This design comes from an exercise in tuning for small area on the open sky130 flow, not from production work. No functional check of the RTL was part of this run. Power is estimated from default activity; no workload was simulated.

==> design.v <==
module axi_lite_if #(
    parameter integer C_S_AXI_ADDR_WIDTH = 32,
    parameter integer C_S_AXI_DATA_WIDTH = 32
) (
input  wire                                S_AXI_ACLK,
input  wire                                S_AXI_ARESETN,
input  wire [C_S_AXI_ADDR_WIDTH-1:0]      S_AXI_AWADDR,
input  wire [2:0]                          S_AXI_AWPROT,
input  wire                                S_AXI_AWVALID,
output wire                                S_AXI_AWREADY,
input  wire [C_S_AXI_DATA_WIDTH-1:0]      S_AXI_WDATA,
input  wire [(C_S_AXI_DATA_WIDTH/8)-1:0]  S_AXI_WSTRB,
input  wire                                S_AXI_WVALID,
output wire                                S_AXI_WREADY,
output wire [1:0]                          S_AXI_BRESP,
output wire                                S_AXI_BVALID,
input  wire                                S_AXI_BREADY,
input  wire [C_S_AXI_ADDR_WIDTH-1:0]      S_AXI_ARADDR,
input  wire [2:0]                          S_AXI_ARPROT,
input  wire                                S_AXI_ARVALID,
output wire                                S_AXI_ARREADY,
output wire [C_S_AXI_DATA_WIDTH-1:0]      S_AXI_RDATA,
output wire [1:0]                          S_AXI_RRESP,
output wire                                S_AXI_RVALID,
input  wire                                S_AXI_RREADY,
output wire                                reg_write_en,
output wire [C_S_AXI_ADDR_WIDTH-1:0]      reg_write_addr,
output wire [C_S_AXI_DATA_WIDTH-1:0]      reg_write_data,
output wire [(C_S_AXI_DATA_WIDTH/8)-1:0]  reg_write_strb,
output wire                                reg_read_en,
output wire [C_S_AXI_ADDR_WIDTH-1:0]      reg_read_addr,
input  wire [C_S_AXI_DATA_WIDTH-1:0]      reg_read_data,
input  wire                                reg_read_valid
);
localparam [1:0] RESP_OKAY   = 2'b00;
localparam [1:0] RESP_SLVERR = 2'b10;
localparam [1:0] W_IDLE      = 2'b00;
localparam [1:0] W_WAIT_DATA = 2'b01;
localparam [1:0] W_WAIT_ADDR = 2'b10;
localparam [1:0] W_RESPOND   = 2'b11;
localparam [1:0] R_IDLE      = 2'b00;
localparam [1:0] R_WAIT_DATA = 2'b01;
localparam [1:0] R_RESPOND   = 2'b10;
reg [1:0] write_state_reg, write_state_next;
reg [1:0] read_state_reg, read_state_next;
reg [C_S_AXI_ADDR_WIDTH-1:0]      awaddr_reg;
reg [C_S_AXI_DATA_WIDTH-1:0]      wdata_reg;
reg [(C_S_AXI_DATA_WIDTH/8)-1:0]  wstrb_reg;
reg [C_S_AXI_ADDR_WIDTH-1:0]      araddr_reg;
reg awready_reg;
reg wready_reg;
reg bvalid_reg;
reg arready_reg;
reg rvalid_reg;
reg [C_S_AXI_DATA_WIDTH-1:0] rdata_reg;
reg [1:0] bresp_reg;
reg [1:0] rresp_reg;
reg reg_write_en_reg;
reg reg_read_en_reg;
assign S_AXI_AWREADY = awready_reg;
assign S_AXI_WREADY  = wready_reg;
assign S_AXI_BVALID  = bvalid_reg;
assign S_AXI_BRESP   = bresp_reg;
assign S_AXI_ARREADY = arready_reg;
assign S_AXI_RVALID  = rvalid_reg;
assign S_AXI_RDATA   = rdata_reg;
assign S_AXI_RRESP   = rresp_reg;
assign reg_write_en   = reg_write_en_reg;
assign reg_write_addr = awaddr_reg;
assign reg_write_data = wdata_reg;
assign reg_write_strb = wstrb_reg;
assign reg_read_en   = reg_read_en_reg;
assign reg_read_addr = araddr_reg;
always @(posedge S_AXI_ACLK) begin
    if (!S_AXI_ARESETN) begin
        write_state_reg <= W_IDLE;
    end else begin
        write_state_reg <= write_state_next;
    end
end
always @(*) begin
    write_state_next = write_state_reg;
    case (write_state_reg)
        W_IDLE: begin
            if (S_AXI_AWVALID && S_AXI_WVALID) begin
                write_state_next = W_RESPOND;
            end else if (S_AXI_AWVALID) begin
                write_state_next = W_WAIT_DATA;
            end else if (S_AXI_WVALID) begin
                write_state_next = W_WAIT_ADDR;
            end else begin
                write_state_next = W_IDLE;
            end
        end
        W_WAIT_DATA: begin
            if (S_AXI_WVALID) begin
                write_state_next = W_RESPOND;
            end else begin
                write_state_next = W_WAIT_DATA;
            end
        end
        W_WAIT_ADDR: begin
            if (S_AXI_AWVALID) begin
                write_state_next = W_RESPOND;
            end else begin
                write_state_next = W_WAIT_ADDR;
            end
        end
        W_RESPOND: begin
            if (S_AXI_BREADY) begin
                write_state_next = W_IDLE;
            end else begin
                write_state_next = W_RESPOND;
            end
        end
        default: begin
            write_state_next = W_IDLE;
        end
    endcase
end
always @(posedge S_AXI_ACLK) begin
    if (!S_AXI_ARESETN) begin
        awready_reg      <= 1'b0;
        wready_reg       <= 1'b0;
        bvalid_reg       <= 1'b0;
        bresp_reg        <= RESP_OKAY;
        awaddr_reg       <= {C_S_AXI_ADDR_WIDTH{1'b0}};
        wdata_reg        <= {C_S_AXI_DATA_WIDTH{1'b0}};
        wstrb_reg        <= {(C_S_AXI_DATA_WIDTH/8){1'b0}};
        reg_write_en_reg <= 1'b0;
    end else begin
        awready_reg      <= 1'b0;
        wready_reg       <= 1'b0;
        reg_write_en_reg <= 1'b0;
        case (write_state_reg)
            W_IDLE: begin
                if (S_AXI_AWVALID && S_AXI_WVALID) begin
                    awready_reg      <= 1'b1;
                    wready_reg       <= 1'b1;
                    awaddr_reg       <= S_AXI_AWADDR;
                    wdata_reg        <= S_AXI_WDATA;
                    wstrb_reg        <= S_AXI_WSTRB;
                    reg_write_en_reg <= 1'b1;
                    bvalid_reg       <= 1'b1;
                    bresp_reg        <= RESP_OKAY;
                end else if (S_AXI_AWVALID) begin
                    awready_reg <= 1'b1;
                    awaddr_reg  <= S_AXI_AWADDR;
                end else if (S_AXI_WVALID) begin
                    wready_reg <= 1'b1;
                    wdata_reg  <= S_AXI_WDATA;
                    wstrb_reg  <= S_AXI_WSTRB;
                end else begin
                    awready_reg <= 1'b0;
                    wready_reg  <= 1'b0;
                end
            end
            W_WAIT_DATA: begin
                if (S_AXI_WVALID) begin
                    wready_reg       <= 1'b1;
                    wdata_reg        <= S_AXI_WDATA;
                    wstrb_reg        <= S_AXI_WSTRB;
                    reg_write_en_reg <= 1'b1;
                    bvalid_reg       <= 1'b1;
                    bresp_reg        <= RESP_OKAY;
                end else begin
                    wready_reg <= 1'b0;
                end
            end
            W_WAIT_ADDR: begin
                if (S_AXI_AWVALID) begin
                    awready_reg      <= 1'b1;
                    awaddr_reg       <= S_AXI_AWADDR;
                    reg_write_en_reg <= 1'b1;
                    bvalid_reg       <= 1'b1;
                    bresp_reg        <= RESP_OKAY;
                end else begin
                    awready_reg <= 1'b0;
                end
            end
            W_RESPOND: begin
                if (S_AXI_BREADY) begin
                    bvalid_reg <= 1'b0;
                end else begin
                    bvalid_reg <= 1'b1;
                end
            end
            default: begin
                awready_reg      <= 1'b0;
                wready_reg       <= 1'b0;
                bvalid_reg       <= 1'b0;
                reg_write_en_reg <= 1'b0;
            end
        endcase
    end
end
always @(posedge S_AXI_ACLK) begin
    if (!S_AXI_ARESETN) begin
        read_state_reg <= R_IDLE;
    end else begin
        read_state_reg <= read_state_next;
    end
end
always @(*) begin
    read_state_next = read_state_reg;
    case (read_state_reg)
        R_IDLE: begin
            if (S_AXI_ARVALID) begin
                read_state_next = R_WAIT_DATA;
            end else begin
                read_state_next = R_IDLE;
            end
        end
        R_WAIT_DATA: begin
            if (reg_read_valid) begin
                read_state_next = R_RESPOND;
            end else begin
                read_state_next = R_WAIT_DATA;
            end
        end
        R_RESPOND: begin
            if (S_AXI_RREADY) begin
                read_state_next = R_IDLE;
            end else begin
                read_state_next = R_RESPOND;
            end
        end
        default: begin
            read_state_next = R_IDLE;
        end
    endcase
end
always @(posedge S_AXI_ACLK) begin
    if (!S_AXI_ARESETN) begin
        arready_reg     <= 1'b0;
        rvalid_reg      <= 1'b0;
        rdata_reg       <= {C_S_AXI_DATA_WIDTH{1'b0}};
        rresp_reg       <= RESP_OKAY;
        araddr_reg      <= {C_S_AXI_ADDR_WIDTH{1'b0}};
        reg_read_en_reg <= 1'b0;
    end else begin
        arready_reg     <= 1'b0;
        reg_read_en_reg <= 1'b0;
        case (read_state_reg)
            R_IDLE: begin
                if (S_AXI_ARVALID) begin
                    arready_reg     <= 1'b1;
                    araddr_reg      <= S_AXI_ARADDR;
                    reg_read_en_reg <= 1'b1;
                end else begin
                    arready_reg <= 1'b0;
                end
            end
            R_WAIT_DATA: begin
                if (reg_read_valid) begin
                    rdata_reg  <= reg_read_data;
                    rvalid_reg <= 1'b1;
                    rresp_reg  <= RESP_OKAY;
                end else begin
                    rvalid_reg <= 1'b0;
                end
            end
            R_RESPOND: begin
                if (S_AXI_RREADY) begin
                    rvalid_reg <= 1'b0;
                end else begin
                    rvalid_reg <= 1'b1;
                end
            end
            default: begin
                arready_reg <= 1'b0;
                rvalid_reg  <= 1'b0;
            end
        endcase
    end
end
endmodule
module reg_bank #(
    parameter integer C_DATA_WIDTH = 32,
    parameter integer C_ADDR_WIDTH = 32
) (
input  wire                         clk,
input  wire                         resetn,
input  wire                         write_en,
input  wire [C_ADDR_WIDTH-1:0]     write_addr,
input  wire [C_DATA_WIDTH-1:0]     write_data,
input  wire [(C_DATA_WIDTH/8)-1:0] write_strb,
input  wire                         read_en,
input  wire [C_ADDR_WIDTH-1:0]     read_addr,
output wire [C_DATA_WIDTH-1:0]     read_data,
output wire                         read_valid,
output wire [7:0]                   led_control,
output wire [15:0]                  seg_data,
input  wire                         ext_interrupt,
output wire                         irq_out
);
localparam [C_ADDR_WIDTH-1:0] ADDR_LED_CTRL   = 32'h00000000;   
localparam [C_ADDR_WIDTH-1:0] ADDR_SEG_DATA   = 32'h00000004;   
localparam [C_ADDR_WIDTH-1:0] ADDR_IRQ_ENABLE = 32'h00000008;   
localparam [C_ADDR_WIDTH-1:0] ADDR_IRQ_STATUS = 32'h0000000C;   
localparam [C_ADDR_WIDTH-1:0] ADDR_IRQ_CLEAR  = 32'h00000010;   
reg [7:0]  led_ctrl_reg;
reg [15:0] seg_data_reg;
reg        irq_enable_reg;
reg        irq_status_reg;
reg [C_DATA_WIDTH-1:0] read_data_reg;
reg read_valid_reg;
reg ext_interrupt_d1;
reg ext_interrupt_d2;
wire ext_interrupt_posedge;
assign led_control = led_ctrl_reg;
assign seg_data    = seg_data_reg;
assign read_data   = read_data_reg;
assign read_valid  = read_valid_reg;
assign irq_out     = irq_status_reg & irq_enable_reg;
assign ext_interrupt_posedge = ext_interrupt_d1 & ~ext_interrupt_d2;
always @(posedge clk) begin
    if (!resetn) begin
        ext_interrupt_d1 <= 1'b0;
        ext_interrupt_d2 <= 1'b0;
    end else begin
        ext_interrupt_d1 <= ext_interrupt;
        ext_interrupt_d2 <= ext_interrupt_d1;
    end
end
always @(posedge clk) begin
    if (!resetn) begin
        led_ctrl_reg   <= 8'h00;
        seg_data_reg   <= 16'h0000;
        irq_enable_reg <= 1'b0;
    end else begin
        if (write_en) begin
            case (write_addr)
                ADDR_LED_CTRL: begin
                    if (write_strb[0]) led_ctrl_reg <= write_data[7:0];
                end
                ADDR_SEG_DATA: begin
                    if (write_strb[0]) seg_data_reg[7:0]  <= write_data[7:0];
                    if (write_strb[1]) seg_data_reg[15:8] <= write_data[15:8];
                end
                ADDR_IRQ_ENABLE: begin
                    if (write_strb[0]) irq_enable_reg <= write_data[0];
                end
                default: begin
                end
            endcase
        end else begin
        end
    end
end
always @(posedge clk) begin
    if (!resetn) begin
        irq_status_reg <= 1'b0;
    end else begin
        if (write_en && (write_addr == ADDR_IRQ_CLEAR) && write_strb[0] && write_data[0]) begin
            irq_status_reg <= 1'b0;
        end else if (ext_interrupt_posedge) begin
            irq_status_reg <= 1'b1;
        end else begin
        end
    end
end
always @(posedge clk) begin
    if (!resetn) begin
        read_data_reg  <= {C_DATA_WIDTH{1'b0}};
        read_valid_reg <= 1'b0;
    end else begin
        if (read_en) begin
            read_valid_reg <= 1'b1;
            case (read_addr)
                ADDR_LED_CTRL: begin
                    read_data_reg <= {{(C_DATA_WIDTH-8){1'b0}}, led_ctrl_reg};
                end
                ADDR_SEG_DATA: begin
                    read_data_reg <= {{(C_DATA_WIDTH-16){1'b0}}, seg_data_reg};
                end
                ADDR_IRQ_ENABLE: begin
                    read_data_reg <= {{(C_DATA_WIDTH-1){1'b0}}, irq_enable_reg};
                end
                ADDR_IRQ_STATUS: begin
                    read_data_reg <= {{(C_DATA_WIDTH-1){1'b0}}, irq_status_reg};
                end
                default: begin
                    read_data_reg <= {C_DATA_WIDTH{1'b0}};
                end
            endcase
        end else begin
            read_valid_reg <= 1'b0;
            read_data_reg  <= read_data_reg;   
        end
    end
end
endmodule
module led_driver #(
    parameter integer NUM_LEDS = 8,
    parameter integer ENABLE_PWM = 0,            
    parameter integer PWM_RESOLUTION = 8,        
    parameter integer CLK_FREQ_HZ = 100_000_000  
) (
input  wire                  clk,
input  wire                  resetn,
input  wire [NUM_LEDS-1:0]   led_control,
input  wire [PWM_RESOLUTION-1:0] pwm_duty,
output wire [NUM_LEDS-1:0]   leds
);
generate
    if (ENABLE_PWM == 1) begin : gen_pwm
        localparam integer PWM_PERIOD = (1 << PWM_RESOLUTION) - 1;
        reg [PWM_RESOLUTION-1:0] pwm_counter;
        reg                       pwm_active;
        reg [NUM_LEDS-1:0]       leds_reg;
        always @(posedge clk) begin
            if (!resetn) begin
                pwm_counter <= {PWM_RESOLUTION{1'b0}};
            end else begin
                if (pwm_counter == PWM_PERIOD[PWM_RESOLUTION-1:0]) begin
                    pwm_counter <= {PWM_RESOLUTION{1'b0}};
                end else begin
                    pwm_counter <= pwm_counter + 1'b1;
                end
            end
        end
        always @(posedge clk) begin
            if (!resetn) begin
                pwm_active <= 1'b0;
            end else begin
                pwm_active <= (pwm_counter < pwm_duty) ? 1'b1 : 1'b0;
            end
        end
        always @(posedge clk) begin
            if (!resetn) begin
                leds_reg <= {NUM_LEDS{1'b0}};
            end else begin
                leds_reg <= led_control & {NUM_LEDS{pwm_active}};
            end
        end
        assign leds = leds_reg;
    end else begin : gen_direct
        reg [NUM_LEDS-1:0] leds_reg;
        always @(posedge clk) begin
            if (!resetn) begin
                leds_reg <= {NUM_LEDS{1'b0}};
            end else begin
                leds_reg <= led_control;
            end
        end
        assign leds = leds_reg;
    end
endgenerate
endmodule
module sevenseg_mux #(
    parameter integer CLK_FREQ_HZ = 100_000_000,   
    parameter integer REFRESH_RATE_HZ = 1000        
) (
input  wire        clk,
input  wire        resetn,
input  wire [15:0] seg_data,
output wire [6:0]  seg_cathode,   
output wire [3:0]  seg_anode      
);
localparam integer COUNTER_MAX = CLK_FREQ_HZ / (REFRESH_RATE_HZ * 4) - 1;
localparam integer COUNTER_WIDTH = $clog2(COUNTER_MAX + 1);
reg [COUNTER_WIDTH-1:0] counter_reg;
reg [1:0]               digit_sel_reg;
reg [3:0]               current_digit;
reg [6:0]               seg_cathode_reg;
reg [3:0]               seg_anode_reg;
assign seg_cathode = seg_cathode_reg;
assign seg_anode   = seg_anode_reg;
always @(posedge clk) begin
    if (!resetn) begin
        counter_reg   <= {COUNTER_WIDTH{1'b0}};
        digit_sel_reg <= 2'b00;
    end else begin
        if (counter_reg == COUNTER_MAX[COUNTER_WIDTH-1:0]) begin
            counter_reg   <= {COUNTER_WIDTH{1'b0}};
            digit_sel_reg <= digit_sel_reg + 2'b01;
        end else begin
            counter_reg   <= counter_reg + 1'b1;
            digit_sel_reg <= digit_sel_reg;
        end
    end
end
always @(*) begin
    case (digit_sel_reg)
        2'b00: current_digit = seg_data[3:0];
        2'b01: current_digit = seg_data[7:4];
        2'b10: current_digit = seg_data[11:8];
        2'b11: current_digit = seg_data[15:12];
        default: current_digit = 4'h0;
    endcase
end
always @(*) begin
    case (current_digit)
        4'h0: seg_cathode_reg = 7'b1000000;   
        4'h1: seg_cathode_reg = 7'b1111001;   
        4'h2: seg_cathode_reg = 7'b0100100;   
        4'h3: seg_cathode_reg = 7'b0110000;   
        4'h4: seg_cathode_reg = 7'b0011001;   
        4'h5: seg_cathode_reg = 7'b0010010;   
        4'h6: seg_cathode_reg = 7'b0000010;   
        4'h7: seg_cathode_reg = 7'b1111000;   
        4'h8: seg_cathode_reg = 7'b0000000;   
        4'h9: seg_cathode_reg = 7'b0010000;   
        4'hA: seg_cathode_reg = 7'b0001000;   
        4'hB: seg_cathode_reg = 7'b0000011;   
        4'hC: seg_cathode_reg = 7'b1000110;   
        4'hD: seg_cathode_reg = 7'b0100001;   
        4'hE: seg_cathode_reg = 7'b0000110;   
        4'hF: seg_cathode_reg = 7'b0001110;   
        default: seg_cathode_reg = 7'b1111111;   
    endcase
end
always @(*) begin
    case (digit_sel_reg)
        2'b00: seg_anode_reg = 4'b1110;   
        2'b01: seg_anode_reg = 4'b1101;   
        2'b10: seg_anode_reg = 4'b1011;   
        2'b11: seg_anode_reg = 4'b0111;   
        default: seg_anode_reg = 4'b1111;   
    endcase
end
endmodule
module irq_ctrl #(
    parameter integer CLK_FREQ_HZ = 100_000_000,   
    parameter integer DEBOUNCE_MS = 1               
) (
input  wire  clk,
input  wire  resetn,
input  wire  ext_irq_in,
output wire  irq_pulse_out
);
localparam integer DEBOUNCE_COUNT = (CLK_FREQ_HZ / 1000) * DEBOUNCE_MS;
localparam integer COUNTER_WIDTH = $clog2(DEBOUNCE_COUNT + 1);
reg [COUNTER_WIDTH-1:0] debounce_counter;
reg                      ext_irq_sync_1;
reg                      ext_irq_sync_2;
reg                      ext_irq_stable;
reg                      ext_irq_d1;
wire                     ext_irq_posedge;
reg                      irq_pulse_reg;
assign irq_pulse_out = irq_pulse_reg;
always @(posedge clk) begin
    if (!resetn) begin
        ext_irq_sync_1 <= 1'b0;
        ext_irq_sync_2 <= 1'b0;
    end else begin
        ext_irq_sync_1 <= ext_irq_in;
        ext_irq_sync_2 <= ext_irq_sync_1;
    end
end
always @(posedge clk) begin
    if (!resetn) begin
        debounce_counter <= {COUNTER_WIDTH{1'b0}};
        ext_irq_stable   <= 1'b0;
    end else begin
        if (ext_irq_sync_2 != ext_irq_stable) begin
            if (debounce_counter == DEBOUNCE_COUNT[COUNTER_WIDTH-1:0]) begin
                ext_irq_stable   <= ext_irq_sync_2;
                debounce_counter <= {COUNTER_WIDTH{1'b0}};
            end else begin
                debounce_counter <= debounce_counter + 1'b1;
            end
        end else begin
            debounce_counter <= {COUNTER_WIDTH{1'b0}};
        end
    end
end
always @(posedge clk) begin
    if (!resetn) begin
        ext_irq_d1 <= 1'b0;
    end else begin
        ext_irq_d1 <= ext_irq_stable;
    end
end
assign ext_irq_posedge = ext_irq_stable & ~ext_irq_d1;
always @(posedge clk) begin
    if (!resetn) begin
        irq_pulse_reg <= 1'b0;
    end else begin
        irq_pulse_reg <= ext_irq_posedge;
    end
end
endmodule
module axi_peripheral_top #(
    parameter integer C_S_AXI_DATA_WIDTH = 32,
    parameter integer C_S_AXI_ADDR_WIDTH = 32,
    parameter integer CLK_FREQ_HZ        = 100_000_000,
    parameter integer NUM_LEDS           = 8
) (
input  wire                                  S_AXI_ACLK,
input  wire                                  S_AXI_ARESETN,
input  wire [C_S_AXI_ADDR_WIDTH-1:0]        S_AXI_AWADDR,
input  wire [2:0]                            S_AXI_AWPROT,
input  wire                                  S_AXI_AWVALID,
output wire                                  S_AXI_AWREADY,
input  wire [C_S_AXI_DATA_WIDTH-1:0]        S_AXI_WDATA,
input  wire [(C_S_AXI_DATA_WIDTH/8)-1:0]    S_AXI_WSTRB,
input  wire                                  S_AXI_WVALID,
output wire                                  S_AXI_WREADY,
output wire [1:0]                            S_AXI_BRESP,
output wire                                  S_AXI_BVALID,
input  wire                                  S_AXI_BREADY,
input  wire [C_S_AXI_ADDR_WIDTH-1:0]        S_AXI_ARADDR,
input  wire [2:0]                            S_AXI_ARPROT,
input  wire                                  S_AXI_ARVALID,
output wire                                  S_AXI_ARREADY,
output wire [C_S_AXI_DATA_WIDTH-1:0]        S_AXI_RDATA,
output wire [1:0]                            S_AXI_RRESP,
output wire                                  S_AXI_RVALID,
input  wire                                  S_AXI_RREADY,
output wire [NUM_LEDS-1:0]                   leds,
output wire [6:0]                            seg_cathode,
output wire [3:0]                            seg_anode,
output wire                                  irq_out,
input  wire                                  ext_irq_in
);
wire                                 reg_write_en;
wire [C_S_AXI_ADDR_WIDTH-1:0]       reg_write_addr;
wire [C_S_AXI_DATA_WIDTH-1:0]       reg_write_data;
wire [(C_S_AXI_DATA_WIDTH/8)-1:0]   reg_write_strb;
wire                                 reg_read_en;
wire [C_S_AXI_ADDR_WIDTH-1:0]       reg_read_addr;
wire [C_S_AXI_DATA_WIDTH-1:0]       reg_read_data;
wire                                 reg_read_valid;
wire [7:0]  led_control;
wire [15:0] seg_data;
wire        irq_from_regbank;
wire        ext_interrupt_clean;
axi_lite_if #(
    .C_S_AXI_ADDR_WIDTH(C_S_AXI_ADDR_WIDTH),
    .C_S_AXI_DATA_WIDTH(C_S_AXI_DATA_WIDTH)
) u_axi_lite_if (
    .S_AXI_ACLK         (S_AXI_ACLK),
    .S_AXI_ARESETN      (S_AXI_ARESETN),
    .S_AXI_AWADDR       (S_AXI_AWADDR),
    .S_AXI_AWPROT       (S_AXI_AWPROT),
    .S_AXI_AWVALID      (S_AXI_AWVALID),
    .S_AXI_AWREADY      (S_AXI_AWREADY),
    .S_AXI_WDATA        (S_AXI_WDATA),
    .S_AXI_WSTRB        (S_AXI_WSTRB),
    .S_AXI_WVALID       (S_AXI_WVALID),
    .S_AXI_WREADY       (S_AXI_WREADY),
    .S_AXI_BRESP        (S_AXI_BRESP),
    .S_AXI_BVALID       (S_AXI_BVALID),
    .S_AXI_BREADY       (S_AXI_BREADY),
    .S_AXI_ARADDR       (S_AXI_ARADDR),
    .S_AXI_ARPROT       (S_AXI_ARPROT),
    .S_AXI_ARVALID      (S_AXI_ARVALID),
    .S_AXI_ARREADY      (S_AXI_ARREADY),
    .S_AXI_RDATA        (S_AXI_RDATA),
    .S_AXI_RRESP        (S_AXI_RRESP),
    .S_AXI_RVALID       (S_AXI_RVALID),
    .S_AXI_RREADY       (S_AXI_RREADY),
    .reg_write_en       (reg_write_en),
    .reg_write_addr     (reg_write_addr),
    .reg_write_data     (reg_write_data),
    .reg_write_strb     (reg_write_strb),
    .reg_read_en        (reg_read_en),
    .reg_read_addr      (reg_read_addr),
    .reg_read_data      (reg_read_data),
    .reg_read_valid     (reg_read_valid)
);
reg_bank #(
    .C_DATA_WIDTH(C_S_AXI_DATA_WIDTH),
    .C_ADDR_WIDTH(C_S_AXI_ADDR_WIDTH)
) u_reg_bank (
    .clk            (S_AXI_ACLK),
    .resetn         (S_AXI_ARESETN),
    .write_en       (reg_write_en),
    .write_addr     (reg_write_addr),
    .write_data     (reg_write_data),
    .write_strb     (reg_write_strb),
    .read_en        (reg_read_en),
    .read_addr      (reg_read_addr),
    .read_data      (reg_read_data),
    .read_valid     (reg_read_valid),
    .led_control    (led_control),
    .seg_data       (seg_data),
    .ext_interrupt  (ext_interrupt_clean),
    .irq_out        (irq_from_regbank)
);
led_driver #(
    .NUM_LEDS       (NUM_LEDS),
    .ENABLE_PWM     (0),
    .PWM_RESOLUTION (8),
    .CLK_FREQ_HZ    (CLK_FREQ_HZ)
) u_led_driver (
    .clk            (S_AXI_ACLK),
    .resetn         (S_AXI_ARESETN),
    .led_control    (led_control),
    .pwm_duty       (8'd128),   
    .leds           (leds)
);
sevenseg_mux #(
    .CLK_FREQ_HZ      (CLK_FREQ_HZ),
    .REFRESH_RATE_HZ  (1000)
) u_sevenseg_mux (
    .clk              (S_AXI_ACLK),
    .resetn           (S_AXI_ARESETN),
    .seg_data         (seg_data),
    .seg_cathode      (seg_cathode),
    .seg_anode        (seg_anode)
);
irq_ctrl #(
    .CLK_FREQ_HZ  (CLK_FREQ_HZ),
    .DEBOUNCE_MS  (1)   
) u_irq_ctrl (
    .clk            (S_AXI_ACLK),
    .resetn         (S_AXI_ARESETN),
    .ext_irq_in     (ext_irq_in),
    .irq_pulse_out  (ext_interrupt_clean)
);
assign irq_out = irq_from_regbank;
endmodule
==> run.sh <==
#!/bin/bash
# synth_recipe.tcl (not shown) runs the flow's synth.tcl, then flattens the netlist and writes it again
# the make line also repeats each setting of config.mk as NAME=value (left out here)
make -C /OpenROAD-flow-scripts/flow DESIGN_CONFIG=/design/flow/config.mk WORK_HOME=/design/flow/orfs CLKGATE_MAP_FILE= SYNTH_SCRIPT=/design/flow/synth_recipe.tcl finish
==> config.mk <==
export PLATFORM = sky130hd
export DESIGN_NAME = axi_peripheral_top
export DESIGN_NICKNAME = axi_peripheral_top
export VERILOG_FILES = /design/flow/design.v
export SDC_FILE = /design/flow/constraint.sdc
export NUM_CORES = 4
export LEC_CHECK = 0
export CAP_MARGIN = 20
export CORE_MARGIN = 2
export CORE_UTILIZATION = 40
export SLEW_MARGIN = 20
==> constraint.sdc <==
create_clock -name core_clock -period 10.0 [get_ports {S_AXI_ACLK}]
set_input_delay 2.0000 -clock core_clock [delete_from_list [all_inputs] [get_ports {S_AXI_ACLK}]]
set_output_delay 2.0000 -clock core_clock [all_outputs]
set_load 0.01 [all_outputs]
==> summary.txt <==
## how the worst min path moves through the flow
| stage | endpoint |
|---|---|
| 3_3_place_gp | u_irq_ctrl.irq_pulse_reg |
| 2_1_floorplan | u_irq_ctrl.irq_pulse_reg |
| 3_5_place_dp | u_irq_ctrl.irq_pulse_reg |
| 6_report | u_irq_ctrl.irq_pulse_reg |
| 4_1_cts | u_irq_ctrl.irq_pulse_reg |
| 5_1_grt | u_irq_ctrl.irq_pulse_reg |
## placed cells by master (no fill, tap or decap), drive strengths merged, types with 8 or more instances in the layout
cell type / Yosys / routed
nand2: 250 / 250
dfxtp: 200 / 200
clkdlybuf4s50: 0 / 129
a21oi: 102 / 102
nor2: 46 / 46
mux2i: 40 / 40
inv: 35 / 39
ha: 22 / 22
conb: 1 / 20
clkbuf: 40 / 20
nor4: 20 / 20
xnor2: 17 / 17
nand3: 15 / 15
nand4: 14 / 14
nand2b: 13 / 13
a21boi: 13 / 13
xor2: 11 / 11
and2: 11 / 11
a22o: 9 / 9
o21ai: 9 / 9
or4: 8 / 8
## worst max-delay path, cell delays in order, from the launching register on
cell and delay, ns:
dfxtp_1 0.39, inv_1 0.08, ha_1 0.27, a222oi_1 0.33, mux2_2 0.28, inv_1 0.12, ha_1 0.25, and3_1 0.15
a211o_1 0.24, clkdlybuf4s50_1 0.48
## layout make-up
class	instances	area, sq um	share of cell area (%)
flip-flops and latches	200	4000	38.8
multi-input cells	681	3880	37.7
repair buffers	136	1340	13.0
clock buffers	20	447	4.33
well taps	270	338	3.28
clock inverters	12	163	1.58
inverters	36	135	1.31
## power groups by stage
stage / logic [mW] / registers [mW] / clock network [mW]
6_report: 0.151 / 0.842 / 0.708
3_5_place_dp: 0.153 / 0.861 / 0
2_1_floorplan: 0.0976 / 0.855 / 0
4_1_cts: 0.154 / 0.842 / 0.728
3_3_place_gp: 0.152 / 0.860 / 0
5_1_grt: 0.170 / 0.846 / 0.764
## metrics by stage
stage                     area [sq um]  setup slack [ns]
after floorplan                   8350              6.07
after global placement            9700              5.38
after detailed placement          9700              5.36
after CTS                        10300              4.87
after global routing             10300              4.77
final                            10300              4.97
## per-layer routing
layer  global-route usage (%)  share of wire (%)
met3                     3.86                4.6
met5                        0                  0
met1                     23.4                 49
met2                     26.3                 45
met4                     5.19                1.2
## cells by family (layout without fill, tap and decap cells)
logic type,after synthesis,count (layout),share of synthesized area [%]
AND/OR/NAND/NOR,418,418,23.6
flip-flops,200,200,48.4
AO/OA/AOI/OAI,149,149,10.4
buffers and inverters,103,204,5.76
multiplexers,44,44,5.52
XOR/XNOR,28,28,2.96
adder cells (fa/ha/maj),22,22,3.32
other,1,20,0.0453
==> impl_metrics.csv <==
group,metric,value,unit
status,run_status,"finished clean",
layout,utilization,50.8,%
layout,drive_above_1_share,5.25,%
timing,hold_ws,0.386,ns
synth,yosysTopAreaCellShare,48.4,%
synth,ys_top_cells_by_count,"nand2_1 (249), dfxtp_1 (200), a21oi_1 (102)",
power,pwr-share-seq,49.5,%
synth,yosys.area.top_type,"dfxtp_1",
flow_run,max_cap_violations,0,
layout,num-nets-final,1208,
floorplan,die_area,21900,sq um
routing,avgViaCountPerCell,4.81,
routing,ant_nets,0,
layout,syn2layout_area_growth,24.5,%
power,sw_frac_of_total,23.8,%
clocking,numClockSinks,200,
power,total_power,1.70,mW
hold_path,hp-class,"reg2reg",
layout,diodes,0,
routing,vias,6516,
worst_setup_path,r2r_cells,4,
synth,yosysMostFrequentCell,"nand2_1",
timing,worst_pin_slew,0.983,ns
floorplan,ios,175,
hold_path,hp-start,"u_irq_ctrl.ext_irq_d1",
placed_design,gp_congestion,0.776,
synth,synthTopCellsByArea,"dfxtp_1 (48%), nand2_1 (11%), a21oi_1 (6.2%)",
worst_setup_path,rr_startpoint,"u_axi_lite_if.awaddr_reg[17]",
worst_setup_path,critPathLaunch,"u_sevenseg_mux.digit_sel_reg[0]",
grt,antenna_found_initial,0,
clocking,cts_buffers,17,
grt,grt_pass1_vias,6113,
synth,synthCells,965,
grt,grt.total_usage,16.9,%
timing,period_share,50.3,%
timing,rsz0062_at_grt,"no",
synth,async_reset_ff_share,0,%
clocking,clkLatencyLatePin,0.43,ns
power,internal_power,1.30,mW
timing,finClkSkew,0.00773,ns
timing,hold_viol,0,
worst_setup_path,cp-start-kind,"flop",
clocking,cts.path.max_buffers,2,
synth,synth_seq_cells,200,
routing,wl,18.2,mm
clocking,cts_hold_buf,0,
worst_setup_path,arrival,3.03,ns
routing,wire_per_inst,13.4,microns
routing,drcViolationCount,0,
grt,overflow,0,
worst_setup_path,r2r_slack,7.90,ns
placed_design,port_buffers,130,
placed_design,hpwlAfterDp,12.6,mm
floorplan,initial_core_util,40.8,%
clocking,cts_setup_buffers,0,
synth,synth_ff_type,"dfxtp_1",
synth,syn_avg_cell_area,8.58,sq um
power,power_frac_clock,41.6,%
clocking,clkTransAtPathRegs,0.07,ns
timing,layout_min_cycle_time,5.03,ns
clocking,cts_tree,"done",
synth,synth_edf_count,0,
timing,setup_viol_count_final,0,
placed_design,dp_cells,1323,
floorplan,core,20300,sq um
routing,drt-initial-drc-count,296,
power,power.switching,0.404,mW
power,leakagePower,3.80,nW
synth,synth_area,8280,sq um
routing,firstDrtPassIters,5,
power,p_comb_share,8.9,%
worst_setup_path,worstPathMaxFanout,5,
floorplan,fp.dieH,148,microns
timing,relSlewSlack,34.5,%
clocking,cts_resized,0,
timing,drv_slew,0,
synth,synth.yosys.seq_area_share,48.4,%
worst_setup_path,cp-end-kind,"output port",
layout,final_cells,1355,
floorplan,die_x,148,microns
worst_setup_path,r2r-end,"u_reg_bank.seg_data_reg[0]",
grt,grt_max_degree,90,
timing,fin_setup_tns,0,ns
grt,grt_pass1_wl,30.0,mm
clocking,h-tree-depth,4,
worst_setup_path,cp.required,8.00,ns
power,powerDensity,165,nW/um^2
worst_setup_path,worstSetupEndpoint,"seg_cathode[0]",
timing,max_clock_freq,199,MHz
worst_setup_path,crit_type,"reg2out",
synth,yosys_warnings,5,
clocking,cts-root-buf,"clkbuf_16",
synth,synth.distinct_cells,56,
hold_path,holdPathStages,1,
layout,fill_cells,1981,
power,ir_drop,105,uV
floorplan,fp-row-count,52,

what the ideal ports hide:
The flow's constraints put no driver on any port. The routed layout listed below was extracted and timed again, unchanged, in two steps. Step 1 (the two cells are an assumption about what drives the block):
set clk [get_ports {S_AXI_ACLK}]
set_driving_cell -lib_cell sky130_fd_sc_hd__clkbuf_16 $clk
set_driving_cell -lib_cell sky130_fd_sc_hd__buf_2 [delete_from_list [all_inputs] $clk]
Step 2 adds t to the input delays and takes it off the output delays; t is the mean of the earliest and latest rising clock arrival at the registers after step 1. Input paths then give back, and output paths get back, about the clock's delay inside the block. Three values: ideal, step 1, step 2; two values: the first two.
shift t [ns]: 0.465
setup WS [ns]: 4.973 / 4.932 / 5.396
hold WS [ns]: 0.386 / 0.386 / 0.386
cell pins on the clock port's net: 1
After both steps this run still meets setup and hold. The setup slack of this run moves by -0.041 ns with the drivers and by +0.423 ns with both steps.
